What follows belongs to an exercise in optimizing a design on an open flow for small area, a short achievable clock period and few clock cycles; a production flow would make more cautious choices.
Where RTL was checked, it was by simulation tests only, not by an equivalence proof against the original.
Power figures rest on the tool's default switching activity, not on a simulated workload.

// processor
module processor(input            clk,
                 input            rst,         
                 output [7:0]     mem_addr,
                 output           mem_we,
                 output [7:0]     mem_wdata,
                 input  [7:0]     mem_rdata,   
                 output           halted,
                 output [7:0]     v0
                );
Size in the first run: ~310 flip-flops, roughly 36 I/O pins, roughly 13000 sq um of cells after synthesis.
==> module processor, before the edit <==
module processor(input            clk,
                 input            rst,         
                 output [7:0]     mem_addr,
                 output           mem_we,
                 output [7:0]     mem_wdata,
                 input  [7:0]     mem_rdata,   
                 output           halted,
                 output [7:0]     v0
                );
    reg  [7:0] ar;         
    reg        mv;         
    reg  [7:0] ir;         
    reg        xv;         
    reg  [7:0] acc;
    reg  [7:0] b;          
    reg  [4:0] rw;         
    reg  [1:0] opw;        
    reg        wv;         
    reg        we_q;
    reg  [7:0] wd_q;
    reg        d1;         
    reg        ld1, ld2;   
    reg        halt_q;
    wire [2:0] op = ir[7:5];
    wire [4:0] ri = ir[4:0];
    wire       ex = xv & ~halt_q;
    wire [7:0] rr, wres;
    wire       wen = wv & ~halt_q;
    shiftregs regfile(rr, v0, ri, rw, wres, wen, clk, rst);
    alu wb(wres, acc, b, opw);
    wire [7:0] rv = (wv & (rw == ri)) ? wres : rr;
    wire is_acm  = (op == 3'd0);
    wire is_acmi = (op == 3'd1);
    wire is_bnz  = (op == 3'd4);
    wire is_lw   = (op == 3'd7);
    wire is_sw   = (op == 3'd6);
    wire wr_op   = (op == 3'd2) | (op == 3'd3) | (op == 3'd5);
    wire taken = ex & is_bnz & (|acc);
    wire memop = ex & op[2] & op[1];
    wire [7:0] pcx1 = ar - 8'd1;    
    wire halt_set = wv & ~halt_q & (rw == 5'd31) & (|wres);
    assign mem_addr  = ar;
    assign mem_we    = we_q;
    assign mem_wdata = wd_q;
    assign halted    = halt_q;
    always @(posedge clk) begin
        ir   <= mem_rdata;
        wd_q <= rv;
        b    <= ld2 ? mem_rdata : (ex & (is_bnz | memop)) ? pcx1 : rv;
        opw  <= ld2 ? 2'b11 : {op[2], op[2] ^ op[0]};
        if (xv) rw <= ri;
        if (rst) begin
            ar     <= 8'd0;
            mv     <= 1'b0;
            xv     <= 1'b0;
            acc    <= 8'd0;
            wv     <= 1'b0;
            we_q   <= 1'b0;
            d1     <= 1'b0;
            ld1    <= 1'b0;
            ld2    <= 1'b0;
            halt_q <= 1'b0;
        end else begin
            ar     <= d1 ? b : taken ? rv : memop ? acc : ar + 8'd1;
            mv     <= ~(taken | memop | d1);
            xv     <= mv & ~(taken | memop);
            if (ex & is_acm)  acc <= rv;
            if (ex & is_acmi) acc <= {{3{ri[4]}}, ri};
            wv     <= (ex & (wr_op | taken)) | ld2;
            we_q   <= ex & is_sw & ~halt_set;
            d1     <= memop;
            ld1    <= memop & is_lw;
            ld2    <= ld1;
            halt_q <= halt_q | halt_set;
        end
    end
endmodule
Settings: LEC_CHECK=0, CAP_MARGIN=20, CORE_MARGIN=2, CORE_UTILIZATION=40, SETUP_SLACK_MARGIN=3.2, SLEW_MARGIN=20; clock period 6.0 ns.
run.sh (not shown) runs the stock make flow with config.mk's settings and CLKGATE_MAP_FILE= SYNTH_SCRIPT=/design/flow/synth_recipe.tcl, a recipe that flattens the netlist after the stock synthesis.
Testbench counts at the start, summed over its fixed seeds: cycles 33,942.
Then changed:
--- a/flow/design.v
+++ b/flow/design.v
@@ -58,13 +58,19 @@
     reg        we_q;
     reg  [7:0] wd_q;
     reg        d1;         
     reg        ld1, ld2;   
     reg        halt_q;
+    reg  [7:0] pm, px;     
+    reg        mp, xp;     
+    reg        bv;         
+    reg  [7:0] btb_pc, btb_tgt;
+    reg        chk;        
     wire [2:0] op = ir[7:5];
     wire [4:0] ri = ir[4:0];
-    wire       ex = xv & ~halt_q;
+    wire       mis = chk & (wd_q != btb_tgt);
+    wire       ex = xv & ~halt_q & ~mis;
     wire [7:0] rr, wres;
     wire       wen = wv & ~halt_q;
     shiftregs regfile(rr, v0, ri, rw, wres, wen, clk, rst);
     alu wb(wres, acc, b, opw);
     wire [7:0] rv = (wv & (rw == ri)) ? wres : rr;
@@ -72,13 +78,17 @@
     wire is_acmi = (op == 3'd1);
     wire is_bnz  = (op == 3'd4);
     wire is_lw   = (op == 3'd7);
     wire is_sw   = (op == 3'd6);
     wire wr_op   = (op == 3'd2) | (op == 3'd3) | (op == 3'd5);
-    wire taken = ex & is_bnz & (|acc);
+    wire anz   = |acc;
+    wire taken = ex & is_bnz & anz & ~xp;                  
+    wire ptake = ex & is_bnz & anz & xp;                   
     wire memop = ex & op[2] & op[1];
-    wire [7:0] pcx1 = ar - 8'd1;    
+    wire seqfx = ex & xp & ~(is_bnz & anz) & ~memop;       
+    wire [7:0] pcx1 = px + 8'd1;
+    wire hit   = bv & (ar == btb_pc);
     wire halt_set = wv & ~halt_q & (rw == 5'd31) & (|wres);
     assign mem_addr  = ar;
     assign mem_we    = we_q;
     assign mem_wdata = wd_q;
     assign halted    = halt_q;
@@ -86,10 +96,20 @@
         ir   <= mem_rdata;
         wd_q <= rv;
         b    <= ld2 ? mem_rdata : (ex & (is_bnz | memop)) ? pcx1 : rv;
         opw  <= ld2 ? 2'b11 : {op[2], op[2] ^ op[0]};
         if (xv) rw <= ri;
+        pm   <= ar;
+        px   <= pm;
+        mp   <= hit;
+        xp   <= mp;
+        if (taken) begin
+            btb_pc  <= px;
+            btb_tgt <= rv;
+        end else if (mis) begin
+            btb_tgt <= wd_q;
+        end
         if (rst) begin
             ar     <= 8'd0;
             mv     <= 1'b0;
             xv     <= 1'b0;
             acc    <= 8'd0;
@@ -97,17 +117,22 @@
             we_q   <= 1'b0;
             d1     <= 1'b0;
             ld1    <= 1'b0;
             ld2    <= 1'b0;
             halt_q <= 1'b0;
+            bv     <= 1'b0;
+            chk    <= 1'b0;
         end else begin
-            ar     <= d1 ? b : taken ? rv : memop ? acc : ar + 8'd1;
-            mv     <= ~(taken | memop | d1);
-            xv     <= mv & ~(taken | memop);
+            ar     <= d1 ? b : mis ? wd_q : taken ? rv : seqfx ? pcx1 :
+                      memop ? acc : hit ? btb_tgt : ar + 8'd1;
+            mv     <= ~(mis | taken | seqfx | memop | d1);
+            xv     <= mv & ~(mis | taken | seqfx | memop);
+            if (taken) bv <= 1'b1;
+            chk    <= ptake;
             if (ex & is_acm)  acc <= rv;
             if (ex & is_acmi) acc <= {{3{ri[4]}}, ri};
-            wv     <= (ex & (wr_op | taken)) | ld2;
+            wv     <= (ex & (wr_op | (is_bnz & anz))) | ld2;
             we_q   <= ex & is_sw & ~halt_set;
             d1     <= memop;
             ld1    <= memop & is_lw;
             ld2    <= ld1;
             halt_q <= halt_q | halt_set;
Effect: Cell area is higher by 7.0%. Final cell count increases by 4.0%. Global-route usage is lower by 1.2 points. Routed wire length goes up by 3.0%. Register-to-register slack is worse by 0.05 ns. Critical path depth went up by 2. Sequential share of layout area climbs by 1.4 points. Count of clock-buffer cells in the layout rose by 12. Die area went up by 8.4%. Setup slack gets worse by 0.047 ns. Core utilization is lower by 0.91 points. Flip-flop and latch count rose by 36. Synthesized cell count rises by 5.5%. Total power grows by 12%.
Only the layout flow was run in the second run of this note; the RTL was not checked for function there.

* * *

## south
Another version of the RTL of processor (not shown whole).
Size in the first run: about 1100 cells after synthesis, about 370 flip-flops, roughly 36 I/O pins, roughly 15000 um2 of cells after synthesis.
==> module shiftregs, before the edit <==
module shiftregs(output [7:0] data_out,
                 output [7:0] v0,        
                 input  [3:0] rsel_hi,   
                 input  [7:0] rsel_lo,   
                 input  [4:0] waddr,
                 input  [7:0] data_in,
                 input        enable,
                 input        clk,
                 input        rst
                );
    wire [7:0] q [0:31];
    wire [7:0] wd0  = rst ? 8'h00 : data_in;
    wire [7:0] wdsp = rst ? 8'hFF : data_in;
    genvar i;
    generate
        for (i = 0; i < 32; i = i + 1) begin : r
            reg [7:0] d;
            always @(posedge clk)
                if (rst | (enable & (waddr == i)))
                    d <= (i == 29) ? wdsp : wd0;
            assign q[i] = d;
        end
    endgenerate
    reg [7:0] rd;
    integer k;
    always @(*) begin
        rd = 8'h00;
        for (k = 0; k < 32; k = k + 1)
            rd = rd | ({8{rsel_hi[k / 8] & rsel_lo[k % 8]}} & q[k]);
    end
    assign data_out = rd;
    assign v0 = q[1];
endmodule
==> module processor, before the edit <==
module processor(input            clk,
                 input            rst,         
                 output [7:0]     mem_addr,
                 output           mem_we,
                 output [7:0]     mem_wdata,
                 input  [7:0]     mem_rdata,   
                 output           halted,
                 output [7:0]     v0
                );
    reg  [7:0] ar;         
    reg        mv;         
    reg  [7:0] ir;         
    reg  [3:0] sel_hi;     
    reg  [7:0] sel_lo;     
    reg        xv;         
    reg  [7:0] acc;
    reg  [7:0] b;          
    reg  [4:0] rw;         
    reg  [1:0] opw;        
    reg        wv;         
    reg        we_q;
    reg  [7:0] wd_q;
    reg        d1;         
    reg        ld1, ld2;   
    reg        halt_q;
    reg  [7:0] pm;         
    reg        mp, xp;     
    reg        bv;         
    reg  [7:0] btb_nx, btb_tgt;    
    reg        chk;        
    reg  [7:0] wq;         
    reg  [4:0] rw2;        
    reg        rv2;        
    reg        fwdb;       
    reg        accfix;     
    wire [2:0] op = ir[7:5];
    wire [4:0] ri = ir[4:0];
    wire       mis = chk & (wd_q != btb_tgt);
    wire       ex0 = xv & ~halt_q & ~mis;
    wire [7:0] rr, wres;
    wire       wen = rv2 & ~halt_q;
    shiftregs regfile(rr, v0, sel_hi, sel_lo, rw2, wq, wen, clk, rst);
    wire [7:0] acc_e = accfix ? wq : acc;
    wire [7:0] b_e   = fwdb ? wq : b;
    alu wb(wres, acc_e, b_e, opw);
    wire [7:0] rv  = (rv2 & (rw2 == ri)) ? wq : rr;
    wire       whz = wv & (rw == ri);        
    wire       p31 = (wv & (rw == 5'd31)) | (rv2 & (rw2 == 5'd31));
    wire is_acm  = (op == 3'd0);
    wire is_acmi = (op == 3'd1);
    wire is_bnz  = (op == 3'd4);
    wire is_lw   = (op == 3'd7);
    wire is_sw   = (op == 3'd6);
    wire wr_op   = (op == 3'd2) | (op == 3'd3) | (op == 3'd5);
    wire rp    = ex0 & ((whz & (is_bnz | is_sw)) | (is_sw & p31));    
    wire ex    = ex0 & ~rp;
    wire anz   = |acc_e;
    wire taken = ex & is_bnz & anz & ~xp;                  
    wire ptake = ex & is_bnz & anz & xp;                   
    wire memop = ex & op[2] & op[1];
    wire seqfx = ex & xp & ~(is_bnz & anz) & ~memop;       
    wire [7:0] pcx1 = xp ? btb_nx : pm;
    wire [7:0] pcx  = pcx1 - 8'd1;
    wire [7:0] ar1  = ar + 8'd1;
    wire hit   = bv & (ar1 == btb_nx);
    wire halt_set = rv2 & ~halt_q & (rw2 == 5'd31) & (|wq);
    assign mem_addr  = ar;
    assign mem_we    = we_q;
    assign mem_wdata = wd_q;
    assign halted    = halt_q;
    always @(posedge clk) begin
        ir   <= mem_rdata;
        sel_hi <= 4'b0001 << mem_rdata[4:3];
        sel_lo <= 8'b0000_0001 << mem_rdata[2:0];
        wd_q <= rv;
        b    <= ld2 ? mem_rdata : (ex & (is_bnz | memop)) ? pcx1 : rv;
        opw  <= ld2 ? 2'b11 : {op[2], op[2] ^ op[0]};
        if (xv) rw <= ri;
        wq   <= wres;
        rw2  <= rw;
        fwdb <= whz & xv & wr_op;
        pm   <= ar;
        mp   <= hit;
        xp   <= mp;
        if (taken) begin
            btb_nx  <= pm;
            btb_tgt <= rv;
        end else if (mis) begin
            btb_tgt <= wd_q;
        end
        if (rst) begin
            ar     <= 8'd0;
            mv     <= 1'b0;
            xv     <= 1'b0;
            acc    <= 8'd0;
            wv     <= 1'b0;
            we_q   <= 1'b0;
            d1     <= 1'b0;
            ld1    <= 1'b0;
            ld2    <= 1'b0;
            halt_q <= 1'b0;
            rv2    <= 1'b0;
            accfix <= 1'b0;
            bv     <= 1'b0;
            chk    <= 1'b0;
        end else begin
            ar     <= d1 ? b : mis ? wd_q : rp ? pcx : taken ? rv : seqfx ? pcx1 :
                      memop ? acc_e : hit ? btb_tgt : ar1;
            mv     <= ~(mis | rp | taken | seqfx | memop | d1);
            xv     <= mv & ~(mis | rp | taken | seqfx | memop);
            if (taken) bv <= 1'b1;
            chk    <= ptake;
            acc    <= (ex & is_acm)  ? rv :
                      (ex & is_acmi) ? {{3{ri[4]}}, ri} : acc_e;
            accfix <= ex & is_acm & whz;
            rv2    <= wv;
            wv     <= (ex & (wr_op | (is_bnz & anz))) | ld2;
            we_q   <= ex & is_sw;
            d1     <= memop;
            ld1    <= memop & is_lw;
            ld2    <= ld1;
            halt_q <= halt_q | halt_set;
        end
    end
endmodule
Settings: LEC_CHECK=0, CAP_MARGIN=20, CORE_MARGIN=2, CORE_UTILIZATION=60, CTS_BUF_LIST=sky130_fd_sc_hd__clkbuf_16, CTS_CLUSTER_DIAMETER=100, CTS_CLUSTER_SIZE=22, PLACE_DENSITY=0.7, SETUP_SLACK_MARGIN=3.5, SLEW_MARGIN=20; clock period 6.0 ns.
Testbench counts of south, summed over its fixed seeds: cycles 30,636.
## Diff of input files: north against south
--- a/flow/design.v
+++ b/flow/design.v
@@ -11,14 +11,13 @@
             default: y = b;
         endcase
     end
 endmodule
 module shiftregs(output [7:0] data_out,
                  output [7:0] v0,        
-                 input  [3:0] rsel_hi,   
-                 input  [7:0] rsel_lo,   
+                 input  [4:0] raddr,
                  input  [4:0] waddr,
                  input  [7:0] data_in,
                  input        enable,
                  input        clk,
                  input        rst
                 );
@@ -32,20 +31,13 @@
             always @(posedge clk)
                 if (rst | (enable & (waddr == i)))
                     d <= (i == 29) ? wdsp : wd0;
             assign q[i] = d;
         end
     endgenerate
-    reg [7:0] rd;
-    integer k;
-    always @(*) begin
-        rd = 8'h00;
-        for (k = 0; k < 32; k = k + 1)
-            rd = rd | ({8{rsel_hi[k / 8] & rsel_lo[k % 8]}} & q[k]);
-    end
-    assign data_out = rd;
+    assign data_out = q[raddr];
     assign v0 = q[1];
 endmodule
 module processor(input            clk,
                  input            rst,         
                  output [7:0]     mem_addr,
                  output           mem_we,
@@ -54,14 +46,12 @@
                  output           halted,
                  output [7:0]     v0
                 );
     reg  [7:0] ar;         
     reg        mv;         
     reg  [7:0] ir;         
-    reg  [3:0] sel_hi;     
-    reg  [7:0] sel_lo;     
     reg        xv;         
     reg  [7:0] acc;
     reg  [7:0] b;          
     reg  [4:0] rw;         
     reg  [1:0] opw;        
     reg        wv;         
@@ -83,13 +73,13 @@
     wire [2:0] op = ir[7:5];
     wire [4:0] ri = ir[4:0];
     wire       mis = chk & (wd_q != btb_tgt);
     wire       ex0 = xv & ~halt_q & ~mis;
     wire [7:0] rr, wres;
     wire       wen = rv2 & ~halt_q;
-    shiftregs regfile(rr, v0, sel_hi, sel_lo, rw2, wq, wen, clk, rst);
+    shiftregs regfile(rr, v0, ri, rw2, wq, wen, clk, rst);
     wire [7:0] acc_e = accfix ? wq : acc;
     wire [7:0] b_e   = fwdb ? wq : b;
     alu wb(wres, acc_e, b_e, opw);
     wire [7:0] rv  = (rv2 & (rw2 == ri)) ? wq : rr;
     wire       whz = wv & (rw == ri);        
     wire       p31 = (wv & (rw == 5'd31)) | (rv2 & (rw2 == 5'd31));
@@ -114,14 +104,12 @@
     assign mem_addr  = ar;
     assign mem_we    = we_q;
     assign mem_wdata = wd_q;
     assign halted    = halt_q;
     always @(posedge clk) begin
         ir   <= mem_rdata;
-        sel_hi <= 4'b0001 << mem_rdata[4:3];
-        sel_lo <= 8'b0000_0001 << mem_rdata[2:0];
         wd_q <= rv;
         b    <= ld2 ? mem_rdata : (ex & (is_bnz | memop)) ? pcx1 : rv;
         opw  <= ld2 ? 2'b11 : {op[2], op[2] ^ op[0]};
         if (xv) rw <= ri;
         wq   <= wres;
         rw2  <= rw;
Results
| upper clock frequency limit | higher: south |. north vs south, clock network area share went down by 0.36 points. The number of buffer and inverter instances along the worst setup path number comes out higher for north vs south. Relative to south, final core utilization has increased by 7.7 points in north. Arrival time of the worst setup path ended up 0.44 ns higher on north than on south. Row worst setup margin: north lower / south higher. The hold slack was comparable across south and north. Part of the cycle the worst path needs ended up 4.8 points higher on north than on south. Summary: with south as the reference, sequential cell area in the final layout in north moved down by a few percent. Compared with south, core outline area in north increased by a few percent. Compared north vs south, and cell total after placement is up in north. In the tables for south and north, ratio of routed vias to standard cells reads lower with south.
For north, only the layout was checked, not whether the RTL still works.

[port drivers added, routing unchanged]
The flow's constraints put no driver on any port. The routed layouts listed below were extracted and timed again, unchanged, in two steps.
Step 1, drivers: a clkbuf_16 drives clk and a buf_2 each remaining input, both assumed.
Step 2 also shifts input and output timing later by t, the mid clock arrival at the registers, as if the neighbouring blocks saw the same clock.
a / b / c = ideal ports / drivers / drivers and shift; a / b = the first two.
run | t, ns | setup slack, ns | worst data-port slew with drivers (ns)
the first run of note 1 | 0.625 | 3.158 / 3.158 / 2.677 | 0.04
the second run of note 1 | 0.587 | 3.111 / 3.111 / 2.823 | 0.04
south | 0.571 | 3.486 / 3.483 / 2.974 | 0.03
north | 0.582 | 3.199 / 3.199 / 2.964 | 0.05
After both steps every run listed still meets setup and hold. The setup slack of south, which loses most, moves by -0.003 ns with the drivers and by -0.512 ns with both steps.
